This is an optimization exercise on Yosys and OpenROAD, whose aim is a short achievable clock period and few clock cycles, not a production implementation.
Where RTL was checked, it was by simulation tests only, not by an equivalence proof against the original.
For run 2, only the layout was checked, not whether the RTL still works.
Power and IR drop assume default switching activity.

**flow/config.mk**
```make
export PLATFORM = sky130hd
export DESIGN_NAME = datapath
export DESIGN_NICKNAME = datapath
export VERILOG_FILES = /design/flow/design.v
export SDC_FILE = /design/flow/constraint.sdc
export NUM_CORES = 4
export LEC_CHECK = 0
export CAP_MARGIN = 20
export CORE_MARGIN = 2
export CORE_UTILIZATION = 40
export PLACE_DENSITY = 0.6
export SETUP_SLACK_MARGIN = 4.2
export SLEW_MARGIN = 20
export TNS_END_PERCENT = 10
```
**flow/run.sh**
```bash
#!/bin/bash
# synth_recipe.tcl (not shown) runs the flow's synth.tcl, then flattens the netlist and writes it again
# the make line also repeats each setting of config.mk as NAME=value (left out here)
make -C /OpenROAD-flow-scripts/flow DESIGN_CONFIG=/design/flow/config.mk WORK_HOME=/design/flow/orfs CLKGATE_MAP_FILE= SYNTH_SCRIPT=/design/flow/synth_recipe.tcl finish
```
**flow/constraint.sdc**
```tcl
create_clock -name core_clock -period 7.0 [get_ports {clk}]
set_input_delay 1.4000 -clock core_clock [delete_from_list [all_inputs] [get_ports {clk}]]
set_output_delay 1.4000 -clock core_clock [all_outputs]
set_load 0.01 [all_outputs]
```
**flow/design.v**
```verilog
module datapath
(
    input clk,
    input rst,
    input inst_resp,
    input [31:0] inst_rdata,
    output logic inst_read,
    output logic [31:0] inst_addr,
    input data_resp,
    input [31:0] data_rdata,
    output logic data_read,
    output logic data_write,
    output logic [3:0] data_mbe,
    output logic [31:0] data_addr,
    output logic [31:0] data_wdata
);
localparam logic [6:0] OP_LUI = 7'b0110111, OP_AUIPC = 7'b0010111, OP_JAL = 7'b1101111,
                       OP_JALR = 7'b1100111, OP_BR = 7'b1100011, OP_LOAD = 7'b0000011,
                       OP_STORE = 7'b0100011, OP_IMM = 7'b0010011, OP_REG = 7'b0110011;
logic [31:0] pc_f;
logic        d_valid;
logic [31:0] d_ir, d_pc, d_timm;
logic        d_pred, d_fpt, d_nop, d_skip, d_back;
logic [31:0] btb_pc, btb_tgt;                  
logic        btb_v;
logic [31:0] e_rs1v, e_rs2v, e_imm, e_nimm, e_dres, e_alt, e_pc;
logic        e_fa_m, e_fa_w, e_fa_n;           
logic        e_fs_m, e_fs_w, e_fs_n;           
logic        e_fb_m, e_fb_w, e_fb_n, e_fb_i;   
logic        e_sub, e_sra;
logic        e_s_add, e_s_slt, e_s_sltu, e_s_xor, e_s_or, e_s_and, e_s_sll, e_s_sr, e_s_dres;
logic        e_c_eq, e_c_ne, e_c_lt, e_c_ge, e_c_ltu, e_c_geu;
logic        e_br, e_jalr, e_pred, e_load, e_store, e_we, e_ld_we, e_st_fwd;
logic        e_addi_we, e_dres_we, e_sk;
logic [4:0]  e_rd;
logic [2:0]  e_f3;
logic [31:0] m_res, m_wdata, m_pc, m_rtgt;
logic        m_redir;
logic [3:0]  m_mbe;
logic        m_load, m_store, m_we;
logic [4:0]  m_rd;
logic        m_l0_r, m_l0_0, m_l0_1, m_l0_2, m_l0_3;     
logic        m_l1_r, m_l1_1, m_l1_3, m_l1_s;             
logic        m_l2_r, m_l2_w, m_l2_s;                     
logic        m_sg7, m_sg15, m_sg23, m_sg31;              
logic [31:0] w_res;
logic        w_we;
logic [4:0]  w_rd;
logic [31:0] rf [0:31];
logic [31:0] ea, eb, ers2, eb_x, sum, res, e_tgt;
logic [6:0]  f_op;
logic [31:0] f_immj, f_immb, f_immu, f_immi, f_timm;
logic        f_pred;
logic        f_same, f_nop, f_skip, btb_hit;
assign f_op   = inst_rdata[6:0];
assign f_immj = {{12{inst_rdata[31]}}, inst_rdata[19:12], inst_rdata[20], inst_rdata[30:21], 1'b0};
assign f_immb = {{20{inst_rdata[31]}}, inst_rdata[7], inst_rdata[30:25], inst_rdata[11:8], 1'b0};
assign f_immu = {inst_rdata[31:12], 12'h000};
assign f_immi = {{20{inst_rdata[31]}}, inst_rdata[31:20]};
assign f_timm = (f_op == OP_JAL) ? f_immj : (f_op == OP_BR) ? f_immb : (f_op == OP_JALR) ? f_immi : f_immu;
assign f_nop  = f_immb == 32'd4;
assign f_skip = f_immb == 32'd8;
assign btb_hit = btb_v && pc_f == btb_pc;
assign f_same = inst_rdata[19:15] == inst_rdata[24:20];
always_comb begin
    f_pred = 1'b0;
    if (f_op == OP_JAL) f_pred = 1'b1;
    else if (f_op == OP_BR) begin
        if (inst_rdata[31]) f_pred = 1'b1;
        else if (f_nop || f_skip) f_pred = 1'b0;
        else case (inst_rdata[14:12])
            3'b000: f_pred = f_same;             
            3'b001: f_pred = ~f_same;            
            3'b101, 3'b111: f_pred = f_same;     
            default: f_pred = 1'b0;              
        endcase
    end
end
assign inst_read = 1'b1;
assign inst_addr = pc_f;
logic [6:0]  d_op;
logic [2:0]  d_f3;
logic [4:0]  d_rd, d_rs1, d_rs2;
logic        d_lui, d_auipc, d_jal, d_jalr, d_br, d_load, d_store, d_opimm, d_opreg, d_alu;
logic        d_use1, d_use2, d_we;
logic [31:0] d_immi, d_imms, d_immu, d_tgt, d_pc4;
logic [31:0] d_r1, d_r2;
logic        stall, d_go, d_redir;
logic        d_fz, d_tk, d_jz, d_predf;
logic [31:0] d_tgt2, d_rtgt;
assign d_op  = d_ir[6:0];
assign d_f3  = d_ir[14:12];
assign d_rd  = d_ir[11:7];
assign d_rs1 = d_ir[19:15];
assign d_rs2 = d_ir[24:20];
assign d_lui   = d_op == OP_LUI;
assign d_auipc = d_op == OP_AUIPC;
assign d_jal   = d_op == OP_JAL;
assign d_jalr  = d_op == OP_JALR;
assign d_br    = d_op == OP_BR;
assign d_load  = d_op == OP_LOAD;
assign d_store = d_op == OP_STORE;
assign d_opimm = d_op == OP_IMM;
assign d_opreg = d_op == OP_REG;
assign d_alu   = d_opimm | d_opreg;
assign d_use1  = d_jalr | d_br | d_load | d_store | d_alu;
assign d_use2  = d_br | d_opreg;         
assign d_we    = (d_lui | d_auipc | d_jal | d_jalr | d_load | d_alu) && d_rd != 5'd0;
assign d_immi = {{20{d_ir[31]}}, d_ir[31:20]};
assign d_imms = {{20{d_ir[31]}}, d_ir[31:25], d_ir[11:7]};
assign d_immu = {d_ir[31:12], 12'h000};
assign d_tgt  = d_pc + d_timm;
assign d_pc4  = d_pc + 32'd4;
always_comb begin
    d_r1 = (d_rs1 == 5'd0) ? 32'd0 : rf[d_rs1];
    d_r2 = (d_rs2 == 5'd0) ? 32'd0 : rf[d_rs2];
    if (w_we && w_rd == d_rs1) d_r1 = w_res;
    if (w_we && w_rd == d_rs2) d_r2 = w_res;
end
assign stall   = d_valid && e_ld_we &&
                 ((d_use1 && e_rd == d_rs1) || (d_use2 && e_rd == d_rs2));
assign d_go    = d_valid && !stall;
assign d_fz  = d_br && d_f3[2:1] == 2'b00 && d_rs2 == 5'd0 && e_addi_we && e_rd == d_rs1;
assign d_tk  = d_f3[0] ^ (ea == e_nimm);
assign d_jz  = d_jalr && e_dres_we && e_rd == d_rs1;
assign d_tgt2 = e_dres + d_timm;
assign d_predf = d_fz ? d_tk : (d_pred || d_jz);
assign d_redir = d_go && (d_predf ^ d_fpt);
assign d_rtgt  = d_fpt ? d_pc4 : d_jz ? {d_tgt2[31:1], 1'b0} : d_tgt;
logic        cout, lt, ltu, eq, taken, e_redir;
logic [31:0] sll_r, sr_r;
logic [32:0] sr33;
assign ea   = ({32{e_fa_m}} & m_res) | ({32{e_fa_w}} & w_res) | ({32{e_fa_n}} & e_rs1v);
assign ers2 = ({32{e_fs_m}} & m_res) | ({32{e_fs_w}} & w_res) | ({32{e_fs_n}} & e_rs2v);
assign eb   = ({32{e_fb_m}} & m_res) | ({32{e_fb_w}} & w_res) | ({32{e_fb_n}} & e_rs2v) |
              ({32{e_fb_i}} & e_imm);
assign eb_x = eb ^ {32{e_sub}};
assign {cout, sum} = {1'b0, ea} + {1'b0, eb_x} + {32'd0, e_sub};
assign ltu  = ~cout;
assign lt   = (ea[31] ^ eb[31]) ? ea[31] : sum[31];
assign eq   = ea == eb;
assign sll_r = ea << eb[4:0];
assign sr33  = $signed({e_sra & ea[31], ea}) >>> eb[4:0];
assign sr_r  = sr33[31:0];
assign res = ({32{e_s_add}}  & sum) |
             ({32{e_s_slt}}  & {31'd0, lt}) |
             ({32{e_s_sltu}} & {31'd0, ltu}) |
             ({32{e_s_xor}}  & (ea ^ eb)) |
             ({32{e_s_or}}   & (ea | eb)) |
             ({32{e_s_and}}  & (ea & eb)) |
             ({32{e_s_sll}}  & sll_r) |
             ({32{e_s_sr}}   & sr_r) |
             ({32{e_s_dres}} & e_dres);
assign taken = (e_c_eq & eq) | (e_c_ne & ~eq) | (e_c_lt & lt) | (e_c_ge & ~lt) |
               (e_c_ltu & ltu) | (e_c_geu & ~ltu);
logic e_kill1;
assign e_redir = (e_br && (taken ^ e_pred) && !e_sk) || e_jalr;
assign e_kill1 = e_br && e_sk && taken;      
assign e_tgt   = e_jalr ? {sum[31:1], 1'b0} : e_alt;
logic replay;
logic [31:0] ld;
logic sgn;
assign data_read  = m_load;
assign data_write = m_store;
assign data_addr  = {m_res[31:2], 2'b00};
assign data_mbe   = m_mbe;
assign data_wdata = m_wdata;
assign replay = (m_load || m_store) && !data_resp;
assign sgn = (m_sg7 & data_rdata[7]) | (m_sg15 & data_rdata[15]) |
             (m_sg23 & data_rdata[23]) | (m_sg31 & data_rdata[31]);
assign ld[7:0]   = ({8{m_l0_r}} & m_res[7:0]) | ({8{m_l0_0}} & data_rdata[7:0]) |
                   ({8{m_l0_1}} & data_rdata[15:8]) | ({8{m_l0_2}} & data_rdata[23:16]) |
                   ({8{m_l0_3}} & data_rdata[31:24]);
assign ld[15:8]  = ({8{m_l1_r}} & m_res[15:8]) | ({8{m_l1_1}} & data_rdata[15:8]) |
                   ({8{m_l1_3}} & data_rdata[31:24]) | ({8{m_l1_s & sgn}});
assign ld[31:16] = ({16{m_l2_r}} & m_res[31:16]) | ({16{m_l2_w}} & data_rdata[31:16]) |
                   ({16{m_l2_s & sgn}});
always_ff @(posedge clk) begin
    if (rst)             pc_f <= 32'h0000_0060;
    else if (replay)     pc_f <= m_pc;
    else if (m_redir)    pc_f <= m_rtgt;
    else if (d_redir)    pc_f <= d_rtgt;
    else if (stall)      pc_f <= pc_f;
    else if (inst_resp)  pc_f <= btb_hit ? btb_tgt : pc_f + 32'd4;
    if (rst) btb_v <= 1'b0;
    else if (d_go && d_br && d_back && d_predf && !d_fpt) begin
        btb_v   <= 1'b1;
        btb_pc  <= d_pc;
        btb_tgt <= d_tgt;
    end
    if (rst || replay || m_redir || d_redir) d_valid <= 1'b0;
    else if (!stall)                         d_valid <= inst_resp;
    if (!stall) begin
        d_ir   <= inst_rdata;
        d_pc   <= pc_f;
        d_timm <= f_timm;
        d_pred <= f_pred;
        d_fpt  <= btb_hit;
        d_nop  <= f_nop;
        d_skip <= f_skip;
        d_back <= inst_rdata[31];
    end
    e_rs1v <= d_r1;
    e_rs2v <= d_r2;
    e_imm  <= d_store ? d_imms : d_immi;
    e_nimm <= -d_immi;
    e_sk   <= d_skip && inst_resp && !f_pred && !btb_hit;
    e_dres <= d_lui ? d_immu : d_auipc ? d_tgt : d_pc4;
    e_alt  <= d_predf ? d_pc4 : d_tgt;
    e_pc   <= d_pc;
    e_rd   <= d_rd;
    e_f3   <= d_f3;
    e_fa_m <= e_we && e_rd == d_rs1;
    e_fa_w <= !(e_we && e_rd == d_rs1) && m_we && m_rd == d_rs1;
    e_fa_n <= !(e_we && e_rd == d_rs1) && !(m_we && m_rd == d_rs1);
    e_fs_m <= e_we && e_rd == d_rs2;
    e_fs_w <= !(e_we && e_rd == d_rs2) && m_we && m_rd == d_rs2;
    e_fs_n <= !(e_we && e_rd == d_rs2) && !(m_we && m_rd == d_rs2);
    e_fb_i <= !(d_opreg || d_br);
    e_fb_m <= (d_opreg || d_br) && e_we && e_rd == d_rs2;
    e_fb_w <= (d_opreg || d_br) && !(e_we && e_rd == d_rs2) && m_we && m_rd == d_rs2;
    e_fb_n <= (d_opreg || d_br) && !(e_we && e_rd == d_rs2) && !(m_we && m_rd == d_rs2);
    e_sub  <= d_br || (d_alu && (d_f3 == 3'b010 || d_f3 == 3'b011)) ||
              (d_opreg && d_f3 == 3'b000 && d_ir[30]);
    e_sra  <= d_ir[30];
    e_s_add  <= d_load || d_store || (d_alu && d_f3 == 3'b000);
    e_s_sll  <= d_alu && d_f3 == 3'b001;
    e_s_slt  <= d_alu && d_f3 == 3'b010;
    e_s_sltu <= d_alu && d_f3 == 3'b011;
    e_s_xor  <= d_alu && d_f3 == 3'b100;
    e_s_sr   <= d_alu && d_f3 == 3'b101;
    e_s_or   <= d_alu && d_f3 == 3'b110;
    e_s_and  <= d_alu && d_f3 == 3'b111;
    e_s_dres <= d_lui || d_auipc || d_jal || d_jalr;
    e_c_eq   <= d_f3 == 3'b000;
    e_c_ne   <= d_f3 == 3'b001;
    e_c_lt   <= d_f3 == 3'b100;
    e_c_ge   <= d_f3 == 3'b101;
    e_c_ltu  <= d_f3 == 3'b110;
    e_c_geu  <= d_f3 == 3'b111;
    e_pred   <= d_predf;
    if (rst || replay || m_redir || e_kill1 || !d_go) begin
        e_br <= 1'b0; e_jalr <= 1'b0; e_load <= 1'b0; e_store <= 1'b0;
        e_we <= 1'b0; e_ld_we <= 1'b0; e_st_fwd <= 1'b0; e_addi_we <= 1'b0; e_dres_we <= 1'b0;
    end else begin
        e_br     <= d_br && !d_fz && !d_nop;
        e_jalr   <= d_jalr && !d_jz;
        e_addi_we <= d_opimm && d_f3 == 3'b000 && d_we;
        e_dres_we <= (d_lui || d_auipc || d_jal || d_jalr) && d_we;
        e_load   <= d_load;
        e_store  <= d_store;
        e_we     <= d_we;
        e_ld_we  <= d_load && d_rd != 5'd0;
        e_st_fwd <= d_store && e_ld_we && e_rd == d_rs2;
    end
    m_res   <= res;
    m_pc    <= e_pc;
    m_rd    <= e_rd;
    m_wdata <= (e_st_fwd ? ld : ers2) << {sum[1:0], 3'b000};
    m_rtgt  <= e_tgt;
    case (e_f3[1:0])
        2'b00:   m_mbe <= 4'b0001 << sum[1:0];
        2'b01:   m_mbe <= 4'b0011 << sum[1:0];
        default: m_mbe <= 4'b1111;
    endcase
    m_l0_r <= !e_load;
    m_l0_0 <= e_load && (e_f3[1] || sum[1:0] == 2'd0);
    m_l0_1 <= e_load && !e_f3[1] && !e_f3[0] && sum[1:0] == 2'd1;
    m_l0_2 <= e_load && !e_f3[1] && sum[1:0] == 2'd2;
    m_l0_3 <= e_load && !e_f3[1] && !e_f3[0] && sum[1:0] == 2'd3;
    m_l1_r <= !e_load;
    m_l1_1 <= e_load && (e_f3[1] || (e_f3[0] && !sum[1]));
    m_l1_3 <= e_load && !e_f3[1] && e_f3[0] && sum[1];
    m_l1_s <= e_load && !e_f3[1] && !e_f3[0];
    m_l2_r <= !e_load;
    m_l2_w <= e_load && e_f3[1];
    m_l2_s <= e_load && !e_f3[1];
    m_sg7  <= !e_f3[2] && !e_f3[0] && sum[1:0] == 2'd0;
    m_sg15 <= !e_f3[2] && ((!e_f3[0] && sum[1:0] == 2'd1) || (e_f3[0] && !sum[1]));
    m_sg23 <= !e_f3[2] && !e_f3[0] && sum[1:0] == 2'd2;
    m_sg31 <= !e_f3[2] && ((!e_f3[0] && sum[1:0] == 2'd3) || (e_f3[0] && sum[1]));
    if (rst || replay || m_redir) begin
        m_load <= 1'b0; m_store <= 1'b0; m_we <= 1'b0; m_redir <= 1'b0;
    end else begin
        m_load  <= e_load;
        m_store <= e_store;
        m_we    <= e_we;
        m_redir <= e_redir;
    end
    w_res <= ld;
    w_rd  <= m_rd;
    w_we  <= !rst && !replay && m_we;
    if (w_we) rf[w_rd] <= w_res;
end
endmodule
```
==> notes.md, run 1 <==
status complete, no violations; first-pass GRT wire length 445000 um; CP startpoint kind register; cells after synthesis between 5k and 6k; leak pwr 33.9 nW; max FFs per register 1024; DP Cell Count 8473; drt first pass iters 9; Async SR Flop Fraction 0%; Final Hold Violating Endpoints 0; register bit total from synthesis 1671; synth unique cells 91; Die Y 458 um; # IOs 171; Initial Utilization a little over 40%; EDFF count, synth 1187; clk slew on worst S/H paths 0.06 ns; Biggest register rf; Core Util, Final 48.0%; CTS root buffer clkbuf_16; GP Congestion 1.05; CP max FO 16; FF+latch area 45500 um2; Top FF cell, synth edfxtp_1; vias in the first global route about 57k; CTS tree yes; Remaining DRCs 0; hold_sp e_pc[7]; DIE AREA between 200000 and 250000 um2; VDD IR max 280 uV; layout cells sized above 1 28.1%; final std cells w/o fill around 9k; number of max-cap violations 0; Critical Path AT 4.91 ns; CTS Buf Count 176; post-DP HPWL 206000 um; RSZ-0062 raised after global routing true; WL per Instance 36.2 um; clk buf depth 3; initial antenna violation count 17; clk sinks 1671; First DRT Iteration DRCs about 9.0k; Post-Syn Area about 82000 um2; CP required 7.78 ns; register area share after synthesis 55.1%; syn_area_per_cell 13.9 um2; final antenna-violating net count 0; Hold Path Stages 0; Pwr Density ~240 nW/um2; max_slew headroom 16.3%; Setup-failing EPs final 0; nets 6464; filler instances approximately 18k; num rows ~170; min-delay worst type reg -> reg; RR Endpoint e_ld_we; final wirelength between 300000 and 400000 um; Synth Warn # 1; Worst Hold End m_pc[7]; CORE AREA slightly above 200000 um2; R2R cell count 17; total number of vias 59.2k; multi-input logic area about 37000 um2; worst skew pair latency between 0.8 and 0.9 ns; Worst Tran Pin Value 1.26 ns; Avg Vias per Cell 6.53; # port buffers about 170; largest net degree at the start of global routing 135; # hold bufs at CTS 0; clock skew 0.0599 ns; H-tree depth 4; total gr overflow 0; Tot GR Track Use around 30%; FMAX between 200 and 250 MHz; r2r startpoint e_fb_w; Area Growth Syn to Fin 19.2%; final setup TNS 0 ns; Tcrit/Tclk final approximately 59%; worst reg2reg setup slack 2.86 ns; Tmin final 4.14 ns; hold_ws 0.324 ns; Final Slew Violations 0; CP Class reg -> reg; Die X 458 um; Setup crit end kind register
## cell type report
class                           count  area share, %
Antenna cell                        9         0.0229
Clock buffer                      218           4.79
Clock inverter                    103           1.11
Inverter                          146          0.624
Multi-Input combinational cell   3693           37.7
Sequential cell                  1671           46.4
Tap cell                         2688           3.43
Timing Repair Buffer              538           5.90
Timing Repair inverter              1        0.00892
## stage by stage
step	area, um2	setup slack [ns]	total power (W)
2_1_floorplan	82500	2.97	0.0127
3_3_place_gp	87000	1.83	0.0140
4_1_cts	95300	2.96	0.0235
3_5_place_dp	87000	1.79	0.0140
5_1_grt	98200	2.77	0.0244
6_report	98200	2.86	0.0238
## worst max-delay path by stage
stage | depth (start not counted) | from | slack (ns) | endpoint
final | 17 | e_fb_w | 2.86 | e_ld_we
after floorplan | 9 | e_fa_w | 2.97 | btb_pc[0]
after detailed placement | 15 | e_fa_m | 1.79 | pc_f[12]
after global routing | 17 | e_fb_w | 2.77 | e_ld_we
after global placement | 15 | e_fa_m | 1.83 | pc_f[8]
after CTS | 19 | e_fa_n | 2.96 | e_addi_we
## kinds of logic after synthesis
logic type,Yosys count,share of synthesized area (%)
adder cells (fa/ha/maj),169,2.60
other,2,0.00912
XOR/XNOR,276,2.96
flip-flops,1671,55.1
multiplexers,873,20.4
AO/OA/AOI/OAI,1129,9.28
AND/OR/NAND/NOR,1235,6.87
buffers and inverters,579,2.84
## synthesized netlist by cell type, types with 119 or more instances
cell type	count	share of area, %
a21oi_1	228	1.4
a22oi_1	119	1.1
clkbuf_1	305	1.4
dfxtp_1	484	12
edfxtp_1	1187	43
ha_1	166	2.5
inv_1	140	0.64
mux2i_1	193	2.3
mux4_2	640	18
nand2_1	520	2.4
nor2_1	275	1.3
o21ai_0	261	1.6
xnor2_1	164	1.7
## placed cells by master (no fill, tap or decap), drive strengths merged, types with 32 or more instances in the layout
master	count
edfxtp	1187
mux4	640
nand2	520
dfxtp	484
buf	355
nor2	278
o21ai	264
clkbuf	230
a21oi	228
mux2i	193
clkdlybuf4s50	167
ha	166
xnor2	164
inv	154
a22oi	119
xor2	112
nand3	104
a211oi	75
clkinv	74
nor3	68
a21o	63
and3	55
a222oi	51
o21a	47
nor2b	44
mux2	40
nor4	39
a221oi	32
## power breakdown
| part | total (W) | internal (W) | switching (W) |
|---|---|---|---|
| Clock | 0.00951 | 0.00530 | 0.00421 |
| Sequential | 0.0110 | 0.0107 | 0.000282 |
| Combinational | 0.00331 | 0.00138 | 0.00194 |
## per-layer routing
metal,GRT usage [%],share of wire (%),vias up
li1,-,-,24000
met1,39.3,37,30400
met2,46.2,45,3898
met3,6.44,11,918
met4,18.8,7.5,8
met5,0,0.015,-
## critical path, cell delays in order, from the launching register on
cell	delay (ns)
dfxtp_4	0.37
buf_4	0.16
buf_16	0.16
a22oi_1	0.26
nand3_2	0.20
xnor2_1	0.17
ha_1	0.41
a21o_1	0.19
a21o_1	0.19
a21oi_1	0.30
o21ai_1	0.19
a21oi_2	0.23
o21ai_4	0.10
a2111oi_4	0.34
and3b_2	0.27
o211ai_1	0.12
buf_4	0.23
nor3_1	0.19
## repair_timing
item | 4_1_cts | 5_1_grt
endpoints found under the setup margin | 848 | 880
resized for setup | 277 | 314
pin swaps | 60 | 110
gates cloned | 19 | 15
setup buffers | 103 | 126
Testbench counts, summed over its fixed seeds: cycles 104,823.
==> run 2, diff against run 1 <==
--- a/flow/design.v
+++ b/flow/design.v
@@ -21,8 +21,8 @@
 logic        d_valid;
 logic [31:0] d_ir, d_pc, d_timm;
-logic        d_pred, d_fpt, d_nop, d_skip, d_back;
-logic [31:0] btb_pc, btb_tgt;                  
-logic        btb_v;
-logic [31:0] e_rs1v, e_rs2v, e_imm, e_nimm, e_dres, e_alt, e_pc;
+logic        d_fpt, d_nop, d_skip;
+logic [31:0] lx_pc;                           
+logic        lx_v, lx_dir;                    
+logic [31:0] e_rs1v, e_rs2v, e_imm, e_nimm, e_n2imm, e_dres, e_alt, e_pc;
 logic        e_fa_m, e_fa_w, e_fa_n;           
 logic        e_fs_m, e_fs_w, e_fs_n;           
@@ -36,5 +36,6 @@
 logic [2:0]  e_f3;
 logic [31:0] m_res, m_wdata, m_pc, m_rtgt;
-logic        m_redir;
+logic        m_redir, m_kill1;
+logic        e_we_l, e_ld_we_l, e_addi_we_l, e_dres_we_l;
 logic [3:0]  m_mbe;
 logic        m_load, m_store, m_we;
@@ -52,5 +53,9 @@
 logic [31:0] f_immj, f_immb, f_immu, f_immi, f_timm;
 logic        f_pred;
-logic        f_same, f_nop, f_skip, btb_hit;
+logic        f_same, f_nop, f_skip, f_lx, f_take;
+logic [20:0] f_imm21;
+logic [21:0] f_lo;
+logic [10:0] f_hi;
+logic [31:0] f_tgt, pc_next;
 assign f_op   = inst_rdata[6:0];
 assign f_immj = {{12{inst_rdata[31]}}, inst_rdata[19:12], inst_rdata[20], inst_rdata[30:21], 1'b0};
@@ -61,5 +66,17 @@
 assign f_nop  = f_immb == 32'd4;
 assign f_skip = f_immb == 32'd8;
-assign btb_hit = btb_v && pc_f == btb_pc;
+assign f_lx   = lx_v && pc_f == lx_pc;
+assign f_imm21 = (f_op == OP_JAL) ? f_immj[20:0] : f_immb[20:0];
+assign f_lo    = {1'b0, pc_f[20:0]} + {1'b0, f_imm21};
+always_comb begin
+    case ({inst_rdata[31], f_lo[21]})
+        2'b00:   f_hi = pc_f[31:21];
+        2'b01:   f_hi = pc_f[31:21] + 11'd1;
+        2'b10:   f_hi = pc_f[31:21] - 11'd1;
+        default: f_hi = pc_f[31:21];
+    endcase
+end
+assign f_tgt  = {f_hi, f_lo[20:0]};
+assign f_take = (f_op == OP_JAL) || (f_op == OP_BR && (f_lx ? lx_dir : f_pred));
 assign f_same = inst_rdata[19:15] == inst_rdata[24:20];
 always_comb begin
@@ -87,5 +104,5 @@
 logic [31:0] d_r1, d_r2;
 logic        stall, d_go, d_redir;
-logic        d_fz, d_tk, d_jz, d_predf;
+logic        d_fz, d_tk, d_tk2, d_jz, d_predf;
 logic [31:0] d_tgt2, d_rtgt;
 assign d_op  = d_ir[6:0];
@@ -118,12 +135,17 @@
     if (w_we && w_rd == d_rs2) d_r2 = w_res;
 end
-assign stall   = d_valid && e_ld_we &&
+assign e_we_l      = e_we && !m_kill1;
+assign e_ld_we_l   = e_ld_we && !m_kill1;
+assign e_addi_we_l = e_addi_we && !m_kill1;
+assign e_dres_we_l = e_dres_we && !m_kill1;
+assign stall   = d_valid && e_ld_we_l &&
                  ((d_use1 && e_rd == d_rs1) || (d_use2 && e_rd == d_rs2));
 assign d_go    = d_valid && !stall;
-assign d_fz  = d_br && d_f3[2:1] == 2'b00 && d_rs2 == 5'd0 && e_addi_we && e_rd == d_rs1;
+assign d_fz  = d_br && !d_nop && d_f3[2:1] == 2'b00 && d_rs2 == 5'd0 && e_addi_we_l && e_rd == d_rs1;
 assign d_tk  = d_f3[0] ^ (ea == e_nimm);
-assign d_jz  = d_jalr && e_dres_we && e_rd == d_rs1;
+assign d_tk2 = d_f3[0] ^ (ea == e_n2imm);
+assign d_jz  = d_jalr && e_dres_we_l && e_rd == d_rs1;
 assign d_tgt2 = e_dres + d_timm;
-assign d_predf = d_fz ? d_tk : (d_pred || d_jz);
+assign d_predf = d_fz ? d_tk : (d_fpt || d_jz);
 assign d_redir = d_go && (d_predf ^ d_fpt);
 assign d_rtgt  = d_fpt ? d_pc4 : d_jz ? {d_tgt2[31:1], 1'b0} : d_tgt;
@@ -176,16 +198,23 @@
 assign ld[31:16] = ({16{m_l2_r}} & m_res[31:16]) | ({16{m_l2_w}} & data_rdata[31:16]) |
                    ({16{m_l2_s & sgn}});
+logic s_rep, s_mr, s_dr, s_hold, s_ft, s_seq;
+assign s_rep  = replay;
+assign s_mr   = !replay && m_redir;
+assign s_dr   = !replay && !m_redir && d_redir;
+assign s_hold = !replay && !m_redir && !d_redir && (stall || !inst_resp);
+assign s_ft   = !replay && !m_redir && !d_redir && !stall && inst_resp && f_take;
+assign s_seq  = !replay && !m_redir && !d_redir && !stall && inst_resp && !f_take;
+always_comb begin
+    if (rst) pc_next = 32'h0000_0060;
+    else pc_next = ({32{s_rep}} & m_pc) | ({32{s_mr}} & m_rtgt) | ({32{s_dr}} & d_rtgt) |
+                   ({32{s_hold}} & pc_f) | ({32{s_ft}} & f_tgt) | ({32{s_seq}} & (pc_f + 32'd4));
+end
 always_ff @(posedge clk) begin
-    if (rst)             pc_f <= 32'h0000_0060;
-    else if (replay)     pc_f <= m_pc;
-    else if (m_redir)    pc_f <= m_rtgt;
-    else if (d_redir)    pc_f <= d_rtgt;
-    else if (stall)      pc_f <= pc_f;
-    else if (inst_resp)  pc_f <= btb_hit ? btb_tgt : pc_f + 32'd4;
-    if (rst) btb_v <= 1'b0;
-    else if (d_go && d_br && d_back && d_predf && !d_fpt) begin
-        btb_v   <= 1'b1;
-        btb_pc  <= d_pc;
-        btb_tgt <= d_tgt;
+    pc_f <= pc_next;
+    if (rst) lx_v <= 1'b0;
+    else if (d_go && d_fz) begin
+        lx_v   <= 1'b1;
+        lx_pc  <= d_pc;
+        lx_dir <= d_tk2;
     end
     if (rst || replay || m_redir || d_redir) d_valid <= 1'b0;
@@ -195,9 +224,7 @@
         d_pc   <= pc_f;
         d_timm <= f_timm;
-        d_pred <= f_pred;
-        d_fpt  <= btb_hit;
+        d_fpt  <= f_take;
         d_nop  <= f_nop;
         d_skip <= f_skip;
-        d_back <= inst_rdata[31];
     end
     e_rs1v <= d_r1;
@@ -205,5 +232,6 @@
     e_imm  <= d_store ? d_imms : d_immi;
     e_nimm <= -d_immi;
-    e_sk   <= d_skip && inst_resp && !f_pred && !btb_hit;
+    e_n2imm <= -(d_immi << 1);
+    e_sk   <= d_skip && inst_resp && !f_take;
     e_dres <= d_lui ? d_immu : d_auipc ? d_tgt : d_pc4;
     e_alt  <= d_predf ? d_pc4 : d_tgt;
@@ -211,14 +239,14 @@
     e_rd   <= d_rd;
     e_f3   <= d_f3;
-    e_fa_m <= e_we && e_rd == d_rs1;
-    e_fa_w <= !(e_we && e_rd == d_rs1) && m_we && m_rd == d_rs1;
-    e_fa_n <= !(e_we && e_rd == d_rs1) && !(m_we && m_rd == d_rs1);
-    e_fs_m <= e_we && e_rd == d_rs2;
-    e_fs_w <= !(e_we && e_rd == d_rs2) && m_we && m_rd == d_rs2;
-    e_fs_n <= !(e_we && e_rd == d_rs2) && !(m_we && m_rd == d_rs2);
+    e_fa_m <= e_we_l && e_rd == d_rs1;
+    e_fa_w <= !(e_we_l && e_rd == d_rs1) && m_we && m_rd == d_rs1;
+    e_fa_n <= !(e_we_l && e_rd == d_rs1) && !(m_we && m_rd == d_rs1);
+    e_fs_m <= e_we_l && e_rd == d_rs2;
+    e_fs_w <= !(e_we_l && e_rd == d_rs2) && m_we && m_rd == d_rs2;
+    e_fs_n <= !(e_we_l && e_rd == d_rs2) && !(m_we && m_rd == d_rs2);
     e_fb_i <= !(d_opreg || d_br);
-    e_fb_m <= (d_opreg || d_br) && e_we && e_rd == d_rs2;
-    e_fb_w <= (d_opreg || d_br) && !(e_we && e_rd == d_rs2) && m_we && m_rd == d_rs2;
-    e_fb_n <= (d_opreg || d_br) && !(e_we && e_rd == d_rs2) && !(m_we && m_rd == d_rs2);
+    e_fb_m <= (d_opreg || d_br) && e_we_l && e_rd == d_rs2;
+    e_fb_w <= (d_opreg || d_br) && !(e_we_l && e_rd == d_rs2) && m_we && m_rd == d_rs2;
+    e_fb_n <= (d_opreg || d_br) && !(e_we_l && e_rd == d_rs2) && !(m_we && m_rd == d_rs2);
     e_sub  <= d_br || (d_alu && (d_f3 == 3'b010 || d_f3 == 3'b011)) ||
               (d_opreg && d_f3 == 3'b000 && d_ir[30]);
@@ -240,5 +268,5 @@
     e_c_geu  <= d_f3 == 3'b111;
     e_pred   <= d_predf;
-    if (rst || replay || m_redir || e_kill1 || !d_go) begin
+    if (rst || replay || m_redir || !d_go) begin
         e_br <= 1'b0; e_jalr <= 1'b0; e_load <= 1'b0; e_store <= 1'b0;
         e_we <= 1'b0; e_ld_we <= 1'b0; e_st_fwd <= 1'b0; e_addi_we <= 1'b0; e_dres_we <= 1'b0;
@@ -252,5 +280,5 @@
         e_we     <= d_we;
         e_ld_we  <= d_load && d_rd != 5'd0;
-        e_st_fwd <= d_store && e_ld_we && e_rd == d_rs2;
+        e_st_fwd <= d_store && e_ld_we_l && e_rd == d_rs2;
     end
     m_res   <= res;
@@ -280,6 +308,6 @@
     m_sg23 <= !e_f3[2] && !e_f3[0] && sum[1:0] == 2'd2;
     m_sg31 <= !e_f3[2] && ((!e_f3[0] && sum[1:0] == 2'd3) || (e_f3[0] && sum[1]));
-    if (rst || replay || m_redir) begin
-        m_load <= 1'b0; m_store <= 1'b0; m_we <= 1'b0; m_redir <= 1'b0;
+    if (rst || replay || m_redir || m_kill1) begin
+        m_load <= 1'b0; m_store <= 1'b0; m_we <= 1'b0; m_redir <= 1'b0; m_kill1 <= 1'b0;
     end else begin
         m_load  <= e_load;
@@ -287,4 +315,5 @@
         m_we    <= e_we;
         m_redir <= e_redir;
+        m_kill1 <= e_kill1;
     end
     w_res <= ld;
==> run 2 against run 1 <==
Critical path depth is 14 higher. Highest routed layer unchanged. Synthesized cell count rose by 4.3%. Power rose by 0.71%. Sequential cell count fell by 31. Non-clock buffer count up 159. Still clean. Die area rose by 1.2%. Synthesized area rose by 1.2%.
==> notes.md, run 2 <==
CTS tree yes; WL per Instance 34.6 um (-4.6%); Tcrit/Tclk final 86.5% (+27 points); initial antenna violation count 18 (+1); final wirelength 331000 um (+0.77%); CORE AREA 207000 um2 (+1.2%); Commonest cells post-synth 1155 x edfxtp_1, 640 x mux4_2, 523 x nand2_1; Worst Tran Pin Value 1.19 ns (-0.0679 ns); register area share after synthesis 53.3% (-1.8 points); CP required 7.71 ns (-0.07 ns); # IOs 171 (unchanged); Setup crit end kind register; DP Cell Count 8921 (+5.3%); VDD IR max 268 uV (-4.6%); most common cell after layout, fill and taps aside edfxtp_1; syn_area_per_cell 13.5 um2 (-3.0%); GP Congestion 1.03 (-2.7%); r2r startpoint pc_f[6]; CP max FO 4 (-12); commonest non-fill, non-tap cells in the layout 1155 x edfxtp_1, 640 x mux4_2, 481 x nand2_1; CP dominant cell by count a21o_1; CTS Buf Count 177 (+0.57%); Die X 460 um (+0.58%); leak pwr 35.7 nW (+5.4%); share of Yosys cell area claimed by the top area cell type 41.6% (-1.7 points); CP startpoint inst_rdata[4]; RSZ-0062 raised after global routing true; max_slew headroom 20.0% (+3.7 points); worst skew pair latency 0.86 ns (about the same); clk sinks 1640 (-1.9%); delay-heaviest family, CP compound AO/OA/AOI/OAI gates; hold_sp e_pc[1]; Area Growth Syn to Fin 21.0%; Initial Utilization 40.2% (about the same); final std cells w/o fill 9574 (+5.6%); Final WS setup 0.942 ns (-1.92 ns); Post-Syn Area 83300 um2 (+1.2%); number of max-cap violations 0 (unchanged); layout cells sized above 1 28.8% (+0.74 points); total gr overflow 0 (unchanged); nets 6892 (+6.6%); FMAX 165 MHz (-32%); mux cell area share after synthesis 20.3% (-0.12 points); clk slew on worst S/H paths 0.06 ns (about the same); CP startpoint kind input pin; # hold bufs at CTS 0 (unchanged); Setup-failing EPs final 0 (unchanged); status complete, no violations; Synth Warn # 1 (unchanged); Synth area leader edfxtp_1; num rows 167 (+0.60%); Biggest register rf; largest family of logic cells by synthesized area multiplexers; CTS root buffer clkbuf_16; Remaining DRCs 0 (unchanged); Post-Synth XOR/XNOR Area 3.19% (+0.23 points); Top FF cell, synth edfxtp_1; H-tree depth 4 (unchanged); largest net degree at the start of global routing 84 (-38%); cells after synthesis 6189 (+4.3%); clock skew 0.0842 ns (+0.0243 ns); min-delay worst type reg -> reg; final antenna-violating net count 0 (unchanged); max FFs per register 1024 (unchanged); most common cell in the netlist edfxtp_1; crit path max-delay cell type mux2_4; Final Slew Violations 0 (unchanged); Async SR Flop Fraction 0% (unchanged); Final Hold Violating Endpoints 0 (unchanged); CP Class in -> reg; Setup WS pre-CTS -0.446 ns (-2.24 ns); vias in the first global route 59.5k (+5.0%); total number of vias 61.6k (+4.1%); top post-synthesis cells by area edfxtp_1 42%, mux4_2 17%, dfxtp_1 12%; Core Util, Final 48.7% (+0.69 points); Die Y 460 um (+0.58%); Tmin final 6.06 ns (+1.92 ns); Synth Area in Compound Gates 9.84% (+0.55 points); EDFF count, synth 1155 (-2.7%); DIE AREA 212000 um2 (+1.2%); clk buf depth 3 (unchanged); Avg Vias per Cell 6.44 (-1.4%); CP max stage delay 0.34 ns (-0.07 ns); Synth Area in Simple Gates 7.46% (+0.60 points); drt first pass iters 13 (+4); # port buffers 167 (unchanged); Tot GR Track Use 30.3% (+0.10 points); WP buf/inv 3 (unchanged); register bit total from synthesis 1640 (-1.9%); Pwr Density 238 nW/um2 (-1.9%); synth unique cells 87 (-4.4%); Critical Path AT 6.77 ns (+1.86 ns); First DRT Iteration DRCs 9590 (+7.0%); post-DP HPWL 211000 um (+2.7%); Post-Synth Adder-Cell Area 3.06% (+0.47 points); first-pass GRT wire length 454000 um (+2.1%)
## run 2: stage by stage
stage               TNS, ns  hold WS [ns]  power, W  cell area, um2
global placement      -1.61         0.310    0.0139           89000
CTS                       0         0.306    0.0237           98500
floorplan                 0         0.310    0.0126           83700
detailed placement    -1.88         0.312    0.0139           89000
finish                    0         0.306    0.0240          101000
global route              0         0.305    0.0246          101000
## run 2: logic make-up (layout without fill, tap and decap cells)
| family | count (synthesis) | count (layout) |
|---|---|---|
| DFF | 1640 | 1640 |
| and+or+nand+nor | 1345 | 1346 |
| AOI/OAI and AO/OA | 1224 | 1224 |
| muxes | 881 | 881 |
| buffers and inverters | 593 | 1174 |
| xor gates and xnor gates | 303 | 303 |
| adders and majority gates | 201 | 201 |
| other | 2 | 17 |
## run 2: area by class of cell
type                    instances  area [um2]
diodes                         14        35.0
clock buffers                 213        4700
clock inverters               115        1260
fillers                     17700      106000
inverters                     147         609
multi-input cells            3958       39200
flip-flops and latches       1640       44500
well taps                    2788        3490
repair buffers                697        6940
repair inverters                2        17.5
## run 2: routing by layer
| layer | vias to the layer above | share of wire (%) | global-route usage, % |
|---|---|---|---|
| met5 | - | 0.0039 | 0 |
| met1 | 31500 | 37 | 39.2 |
| met2 | 3944 | 45 | 46.5 |
| met4 | 2 | 7.2 | 18.8 |
| li1 | 25300 | - | - |
| met3 | 870 | 10 | 6.56 |
## run 2: repair_timing
action	CTS	global route
pin swaps	159	112
gates resized for setup	400	227
endpoints found under the hold margin	0	0
buffers inserted	189	100
setup endpoints to repair	646	685
gates cloned	10	8
## run 2: worst paths after layout
kind	endpoint	slack [ns]	depth (start not counted)
max	pc_f[30]	0.94	31
max reg2reg	pc_f[30]	2.00	24
min reg2reg	m_pc[1]	0.31	0
min	m_pc[1]	0.31	0
## run 2: report_power, final
part / switching [W] / internal (W) / leakage (nW)
registers: 0.000239 / 0.0105 / 14.8
logic: 0.00214 / 0.00150 / 18.1
clock network: 0.00419 / 0.00541 / 2.89

[afterwards: timing with drivers on the ports]
How much do the figures lean on ideal ports? The routed layouts below were timed once more, with nothing changed but the port constraints. Step 1 (the two cells are an assumption about what drives the block):
set clk [get_ports {clk}]
set_driving_cell -lib_cell sky130_fd_sc_hd__clkbuf_16 $clk
set_driving_cell -lib_cell sky130_fd_sc_hd__buf_2 [delete_from_list [all_inputs] $clk]
Step 2 also shifts input and output timing later by t, the mid clock arrival at the registers, as if the neighbouring blocks saw the same clock. Slacks: ideal / step 1 / step 2; pairs: ideal / step 1.
run	shift t [ns]	setup WS [ns]	worst setup path after step 2	slew at the worst register clock pin (ns)	worst slew at a driven data input, ns
run 1	0.919	2.864 / 2.864 / 2.474	input to register	0.07 / 0.07	0.13
run 2	0.914	0.942 / 0.985 / 0.071	input to register	0.07 / 0.07	0.06
After both steps every run listed still meets setup and hold. For run 2, which loses most, drivers alone change the setup slack by +0.043 ns; drivers and shift together by -0.871 ns.
